Source: an optimization exercise on an open RTL-to-GDS flow (aim: a short achievable clock period and few clock cycles). Production flows keep margins and buffers that such runs may drop.
Function was checked by simulation only, so behaviour that the tests miss may differ from the original.
Power and IR drop assume default switching activity.

[constraint.sdc]
create_clock -name core_clock -period 50.0 [get_ports {clk}]
set_input_delay 10.0000 -clock core_clock [delete_from_list [all_inputs] [get_ports {clk}]]
set_output_delay 10.0000 -clock core_clock [all_outputs]
set_load 0.01 [all_outputs]
[design.v]
module alu_64 (op, a, b, alu_out, alu_of);
input  [64:1]a,b;
input [2:1]op;
output [64:1]alu_out;
output alu_of;
wire [64:1] out0;
wire [64:1] out1;
wire [64:1] out2;
wire of0;
wire [64:1] int0;
wire [64:1] int1;
wire [64:1] int2;
wire [2:1] nop;
not(nop[1],op[1]);
not(nop[2],op[2]);
wire [3:2] con;
and(con[2], nop[1],op[2]);
and(con[3], op[1],op[2]);
add_sub pro1(a, b, out0, op[1], of0);
and_64 pro2(a, b, out1);
xor_64 pro3(a, b, out2);
genvar k;
generate
 	for(k = 1; k <= 64; k = k + 1)
	begin
		and(int0[k],out0[k],nop[2]);
		and(int1[k],out1[k],con[2]);
		and(int2[k],out2[k],con[3]);
 		or(alu_out[k],int2[k],int0[k],int1[k]);
	end
endgenerate
xor(alu_of, of0, 0);
endmodule
module add_sub (inp1, inp2, out, op1, of);  
input  [64:1]inp1,inp2;
output [64:1]out;
wire   [64:1]xc;
wire   [64:0]carry;
output of;
input op1;
genvar i;
xor(carry[0], op1,0);  
generate
 	for(i = 1; i <= 64; i = i + 1)
	begin
 		xor(xc[i], inp2[i], op1);
        full_adder any(inp1[i], xc[i], carry[i-1], carry[i], out[i]);
	end
endgenerate
	assign of = carry[64];
endmodule
module half_adder (A2, B2, S2, C2);
input A2, B2;
output S2, C2;
xor(S2, A2, B2);
and(C2, A2, B2);
endmodule
module full_adder (A1, B1, Cin1, C1, S1);
input A1, B1, Cin1;
output S1, C1;
wire s1, c1, c2;
half_adder half_adder_inst1(A1, B1, s1, c1);
half_adder half_adder_inst2(s1, Cin1, S1, c2);
or(C1, c1, c2);
endmodule
module and_64 (inp1a, inp2a, outa);
input  [64:1]inp1a,inp2a;
output [64:1]outa;
genvar i;
generate
 	for(i = 1; i<=64;i = i+1)
    begin
 		and(outa[i],inp1a[i],inp2a[i]);
	end
	endgenerate
endmodule
module xor_64 (inp1b, inp2b, outb);
input  [64:1]inp1b,inp2b;
output [64:1]outb;
genvar i;
generate
 	for( i = 1; i<=64;i = i+1)
    begin
 		xor(outb[i],inp1b[i],inp2b[i]);
	end
	endgenerate
endmodule
module fetch (PC, instr, icode, ifun, rA, rB, valC, valP, instr_valid, hlt);
input  [63:0] PC;
input  [79:0] instr;           
output [3:0]  icode, ifun;
output [3:0]  rA, rB;
output reg [63:0] valC;
output [63:0] valP;
output instr_valid, hlt;
wire need_regids, need_valC;
assign icode = instr[7:4];
assign ifun  = instr[3:0];
assign rA    = need_regids ? instr[15:12] : 4'hF;
assign rB    = need_regids ? instr[11:8]  : 4'hF;
assign instr_valid = (icode <= 4'hB);
assign hlt = (icode == 4'h0);
assign need_regids = (icode == 4'h2) || (icode == 4'h3) || (icode == 4'h4) ||
                     (icode == 4'h5) || (icode == 4'h6) || (icode == 4'hA) ||
                     (icode == 4'hB);
assign need_valC   = (icode == 4'h3) || (icode == 4'h4) || (icode == 4'h5) ||
                     (icode == 4'h7) || (icode == 4'h8);
always @(*)
begin
  if (need_regids)
    valC = instr[79:16];
  else
    valC = instr[71:8];
end
assign valP = PC + 64'd1 + {62'd0, need_regids} + {60'd0, need_valC, 3'd0};
endmodule
module decode (icode, rA, rB, cnd, srcA, srcB, dstE, dstM);
input  [3:0] icode;
input  [3:0] rA, rB;
input  cnd;
output reg [3:0] srcA, srcB, dstE, dstM;
always @(*)
begin
  case (icode)
    4'h2, 4'h4, 4'h6, 4'hA : srcA = rA;
    4'h9, 4'hB             : srcA = 4'd4;
    default                : srcA = 4'hF;
  endcase
  case (icode)
    4'h4, 4'h5, 4'h6             : srcB = rB;
    4'h8, 4'h9, 4'hA, 4'hB       : srcB = 4'd4;
    default                      : srcB = 4'hF;
  endcase
  case (icode)
    4'h2                   : dstE = cnd ? rB : 4'hF;
    4'h3, 4'h6             : dstE = rB;
    4'h8, 4'h9, 4'hA, 4'hB : dstE = 4'd4;
    default                : dstE = 4'hF;
  endcase
  case (icode)
    4'h5, 4'hB : dstM = rA;
    default    : dstM = 4'hF;
  endcase
end
endmodule
module execute (clk, rst, set_ok, icode, ifun, valA, valB, valC, valE, cnd);
input clk, rst, set_ok;
input  [3:0]  icode, ifun;
input  [63:0] valA, valB, valC;
output [63:0] valE;
output reg cnd;
reg [2:1]  func;
reg [63:0] inp1, inp2;
wire of;
reg [2:0] CC;   
reg zf_n, sf_n, of_n;
alu_64 inst1(func, inp1, inp2, valE, of);
always @(*)
begin
  func = 2'd0;
  inp1 = 64'd0;
  inp2 = 64'd0;
  case (icode)
    4'h2 : inp1 = valA;
    4'h3 : inp1 = valC;
    4'h4, 4'h5 : begin
      inp1 = valB;
      inp2 = valC;
    end
    4'h6 : begin
      func = ifun[1:0];
      inp1 = valB;
      inp2 = valA;
    end
    4'h8, 4'hA : begin
      func = 2'd1;
      inp1 = valB;
      inp2 = 64'd8;
    end
    4'h9, 4'hB : begin
      inp1 = valB;
      inp2 = 64'd8;
    end
    default : ;
  endcase
end
always @(*)
begin
  zf_n = (valE == 64'd0);
  sf_n = valE[63];
  case (ifun[1:0])
    2'd0    : of_n = (inp1[63] == inp2[63]) && (valE[63] != inp1[63]);
    2'd1    : of_n = (inp1[63] != inp2[63]) && (valE[63] != inp1[63]);
    default : of_n = 1'b0;
  endcase
end
always @(posedge clk)
begin
  if (rst)
    CC <= 3'b001;
  else if (set_ok && icode == 4'h6)
    CC <= {of_n, sf_n, zf_n};
end
always @(*)
begin
  case (ifun)
    4'h0 : cnd = 1'b1;
    4'h1 : cnd = (CC[1] ^ CC[2]) | CC[0];
    4'h2 : cnd = CC[1] ^ CC[2];
    4'h3 : cnd = CC[0];
    4'h4 : cnd = !CC[0];
    4'h5 : cnd = !(CC[1] ^ CC[2]);
    4'h6 : cnd = !((CC[1] ^ CC[2]) | CC[0]);
    default : cnd = 1'b0;
  endcase
end
endmodule
module memory (ok, icode, valA, valE, valP, dmem_addr, dmem_wdata, dmem_we);
input  ok;
input  [3:0]  icode;
input  [63:0] valA, valE, valP;
output reg [63:0] dmem_addr, dmem_wdata;
output dmem_we;
assign dmem_we = ok && ((icode == 4'h4) || (icode == 4'hA) || (icode == 4'h8));
always @(*)
begin
  if (icode == 4'h9 || icode == 4'hB)
    dmem_addr = valA;
  else
    dmem_addr = valE;
  if (icode == 4'h8)
    dmem_wdata = valP;
  else
    dmem_wdata = valA;
end
endmodule
module write_back(clk, we, srcA, srcB, valA, valB, dstE, valE, dstM, valM);
input  clk, we;
input  [3:0] srcA, srcB, dstE, dstM;
input  [63:0] valE, valM;
output [63:0] valA, valB;
reg [63:0] reg_file[0:14];
assign valA = (srcA == 4'hF) ? 64'd0 : reg_file[srcA];
assign valB = (srcB == 4'hF) ? 64'd0 : reg_file[srcB];
integer i;
always @(posedge clk)
  begin
    if (we)
      for (i = 0; i < 15; i = i + 1)
        if (dstM == i)
          reg_file[i] <= valM;
        else if (dstE == i)
          reg_file[i] <= valE;
  end
endmodule
module pc_update(icode, cond, valC, valM, valP, PC_new);
input cond;
input [3:0] icode;
input [63:0] valC;
input [63:0] valM;
input [63:0] valP;
output reg [63:0] PC_new;
always@(*)
    begin
        if(icode==4'b0111)  
        begin
            if(cond==1'b1)
                PC_new = valC;
            else
                PC_new = valP;
        end
        else if(icode==4'b1000)  
        begin
            PC_new = valC;
        end
        else if(icode==4'b1001)  
        begin
            PC_new = valM;
        end
        else
        begin
            PC_new = valP;
        end
    end
endmodule
module processor(clk, rst, imem_addr, imem_data, dmem_addr, dmem_wdata, dmem_we,
                 dmem_rdata, stat);
input  clk, rst;
output [63:0] imem_addr;
input  [79:0] imem_data;
output [63:0] dmem_addr, dmem_wdata;
output dmem_we;
input  [63:0] dmem_rdata;
output [2:0] stat;
reg [63:0] PC;
reg [2:0]  stat_r;    
wire [3:0] icode, ifun, rA, rB;
wire [63:0] valC, valP;
wire [63:0] valA, valB, valE;
wire [63:0] valM;
wire [3:0] srcA, srcB, dstE, dstM;
wire cnd;
wire halt, instr_valid;
wire [63:0] PC_new;
wire ok = (stat_r == 3'd1) && instr_valid && !halt;
fetch F1(PC, imem_data, icode, ifun, rA, rB, valC, valP, instr_valid, halt);
decode D1(icode, rA, rB, cnd, srcA, srcB, dstE, dstM);
write_back W1(clk, ok, srcA, srcB, valA, valB, dstE, valE, dstM, valM);
execute E1(clk, rst, ok, icode, ifun, valA, valB, valC, valE, cnd);
memory M1(ok, icode, valA, valE, valP, dmem_addr, dmem_wdata, dmem_we);
pc_update P1(icode, cnd, valC, valM, valP, PC_new);
assign valM = dmem_rdata;
assign imem_addr = PC;
assign stat = stat_r;
always @(posedge clk)
begin
    if (rst) begin
        PC <= 64'd0;
        stat_r <= 3'd1;
    end
    else if (stat_r == 3'd1) begin
        if (!instr_valid)
            stat_r <= 3'd4;
        else if (halt)
            stat_r <= 3'd2;
        else
            PC <= PC_new;
    end
end
endmodule
[config.mk]
export PLATFORM = sky130hd
export DESIGN_NAME = processor
export DESIGN_NICKNAME = processor
export VERILOG_FILES = /design/flow/design.v
export SDC_FILE = /design/flow/constraint.sdc
export NUM_CORES = 4
export LEC_CHECK = 0
export CAP_MARGIN = 20
export CORE_MARGIN = 2
export CORE_UTILIZATION = 25
export PLACE_DENSITY = 0.5
export SLEW_MARGIN = 20
[run.sh]
#!/bin/bash
# synth_recipe.tcl (not shown) runs the flow's synth.tcl, then flattens the netlist and writes it again
# the make line also repeats each setting of config.mk as NAME=value (left out here)
make -C /OpenROAD-flow-scripts/flow DESIGN_CONFIG=/design/flow/config.mk WORK_HOME=/design/flow/orfs CLKGATE_MAP_FILE= SYNTH_SCRIPT=/design/flow/synth_recipe.tcl finish
==> reports/qor.yml <==
synthesis:
  ys_seq_elements: 1030
  ys_async_sr_fraction_pct: 0
  syn_area_sq_um: 63300
  synth_ff_type: "edfxtp_1"
  synth_seq_area_share_pct: 47.7
  yosys.area.top_type_share_pct: 45.5
  yosys_warnings: 8
  synth_largest_area_cell: "edfxtp_1"
  synthDistinctLibCells: 84
  netlist_top_cells_area: "edfxtp_1 (46%), o21ai_0 (8.9%), nand2_1 (7.1%), a22oi_1 (6.9%), clkbuf_1 (4.0%)"
  postSynthNetCount: 7055
  syn_avg_cell_area_sq_um: 9.34
  synth_edf_count: 960
  synthCells: 6780
power_and_ir_drop:
  ir_drop_mv: 0.0278
  p_per_area_nw_per_um2: 32.6
  power_leakage_nw: 24.3
timing:
  setup_viol: 0
  finalWorstSetupSlack_ns: 0.668
  rsz0062_at_grt: "no"
  finalHoldViolations: 0
  period_needed_ns: 49.33
  fmax_ghz: 0.0203
  skew_ns: 0.0411
  slew_headroom_pct: 12.3
  fin_crit_sh_pct: 98.7
  worst_pin_slew_ns: 1.32
  slew_viol_final: 0
global_routing:
  overflow: 0
  grt_pass1_wl_microns: 528000
  grt_pass1_vias: 59800
  gr-usage-all-layers_pct: 29.5
  antenna_found_initial: 46
  grt_max_degree: 125
flow_run:
  drv_cap: 0
placement:
  numPortBuffers: 341
  place_congestion: 1.00
  pre_cts_ws_ns: -1.84
  dpl.cell_count: 10300
  dpl.hpwl_microns: 263000
worst_hold_path:
  whs_path_depth: 2
  hold_path.class: "reg2reg"
critical_path:
  crit_family: "adder cells"
  cp_max_fo: 4
  critical_path_class: "in2out"
  cp_num_buf_inv: 3
  crit_required_ns: 40.00
  path_common_cell: "fa_2"
  startpoint_type: "input port"
  critPathSlowestCell: "clkdlybuf4s50_1"
  reg2regPathDepth: 79
  slowest_delay_ns: 0.52
  cp_num_cells: 79
  crit_arrival_ns: 39.33
  worstSetupEndpointType: "output pin"
die:
  fp.dieH_microns: 507
  die_area_sq_um: 257000
  rows: 184
  initial_core_util_pct: 25.2
  die_x_microns: 507
  ios: 342
  fp.coreArea_sq_um: 252000
route:
  vias: 65000
  drc: 0
  wire_per_inst_microns: 37.8
  firstDrtPassIters: 10
  drt-initial-drc-count: 13400
  drt-total-wl_microns: 397000
  viasPerCell: 6.20
  ant_nets: 0
clock_network:
  holdBufCountCts: 0
  cts_tree: "yes"
  cts-buffers-inserted: 111
  clock_path_buffers: 3
  path_clk_slew_ns: 0.07
  worstSkewPairLatency_ns: 0.80
  cts_root_buffer: "clkbuf_16"
  cts_num_sinks: 1030
  htreeDepth: 3
final_layout:
  synthToLayoutAreaGrowth_pct: 21.6
  mostFrequentLayoutCells: "nand2_1 (1184), o21ai_0 (1121), edfxtp_1 (960)"
  final_layout_size_suffix_gt1_share_pct: 13.8
  finalNonFillerCells: 10500
  final_common_cell: "nand2_1"
  nNetsFinal: 7312
run_status:
  status: "timing/DRC/antenna clean"
[stage by stage]
stage / instance area, sq um / TNS (ns) / power (mW) / utilization, % / hold slack, ns
floorplan: 63600 / 0 / 1.33 / - / 0.496
detailed placement: 73200 / -4.66 / 1.64 / 29.1 / 0.484
CTS: 76900 / 0 / 2.49 / 30.6 / 0.491
finish: 77000 / 0 / 2.51 / 30.6 / 0.497
global placement: 73100 / -4.65 / 1.63 / 29.0 / 0.477
global route: 77000 / 0 / 2.57 / 30.6 / 0.513
[cells in the mapped netlist (12+ instances only)]
master    instances
nand2_1        1192
o21ai_0        1130
edfxtp_1        960
clkbuf_1        672
a22oi_1         578
nor2_1          254
a21oi_1         191
nand3_1         153
nand4_1         140
mux2i_1         135
o221ai_1        131
a221oi_1        100
xnor2_1          94
inv_1            90
o21ai_1          77
a222oi_1         76
mux2_2           73
dfxtp_1          70
ha_1             67
fa_1             62
o22a_1           58
a22o_1           50
buf_1            50
xor2_1           34
nor3_1           28
o211ai_1         25
nand2b_1         22
buf_2            20
a211oi_1         17
and3_1           17
a31oi_1          16
a21o_1           15
nor2b_1          15
nor4_1           14
and2_1           12
[tightest hold or removal path, stage by stage, from the launching register on]
cell and delay (ns):
dfxtp_1 0.34, nand2_1 0.06, a21oi_1 0.05
[layout make-up]
| cell class | count | area, sq um |
|---|---|---|
| clock inverter | 72 | 701 |
| timing repair buffer | 886 | 7690 |
| fill | 25900 | 175000 |
| clock buffer | 134 | 2910 |
| multi-input combinational | 4916 | 30900 |
| tap | 3348 | 4190 |
| sequential | 1030 | 30200 |
| inverter | 92 | 345 |
| antenna | 15 | 37.5 |
[worst paths after layout]
kind	startpoint	to	slack, ns
setup / recovery	imem_data[14]	dmem_addr[63]	0.67
hold / removal	PC[63]	PC[63]	0.50
setup reg to reg	W1.reg_file[9][0]	E1.CC[0]	19.86
hold reg to reg	PC[63]	PC[63]	0.50
[routing by layer]
layer / global-route usage (%) / share of wire (%)
met5: 0.333 / 0.078
met3: 11.9 / 16
met2: 42.3 / 41
met4: 16.7 / 6.6
met1: 37.3 / 37
[repair_timing]
item / in CTS / in global routing
cloned: 0 / 0
setup buffers: 4 / 4
resized for setup: 28 / 19
pin swaps: 9 / 11
endpoints found under the setup margin: 5 / 3
[power by group]
part / switching (mW) / internal (mW)
registers: 0.0207 / 1.02
clock network: 0.391 / 0.474
logic: 0.411 / 0.201
[registers in the layout, indices dropped and copies added (netlist names)]
signal	count
W1.reg_file	960
stat_r	3
PC	64
E1.CC	3
[cell families after synthesis]
kind of cell    Yosys count  share of synthesized area [%]
buf+inv                 834                           4.98
simple gates           1885                           12.6
compound gates         2565                           26.1
flops                  1030                           47.7
mux                     209                           3.45
fa+ha+maj               129                           3.28
xor+xnor                128                           1.77
Testbench counts, summed over its fixed seeds: cycles 16,182.

## static timing again, ports no longer ideal
The flow's constraints put no driver on any port. The routed layout listed below was extracted and timed again, unchanged, in two steps. Step 1: set_driving_cell puts a clkbuf_16 on clk and a buf_2 on each other input, an assumption about the parent block. Step 2 times the ports against the registers' clock, not the clock port: input delays grow and output delays shrink by t, the midpoint of the rising clock arrivals with the driver on. a / b / c = no drivers / after step 1 / after step 2; a / b = the first two.
shift t [ns]: 0.881
slack for setup (ns): 0.668 / 0.518 / 0.518
clock arrival spread, ns: 0.041 / 0.041
After both steps this run still meets setup and hold. The setup slack of this run moves by -0.150 ns with the drivers and by -0.150 ns with both steps.
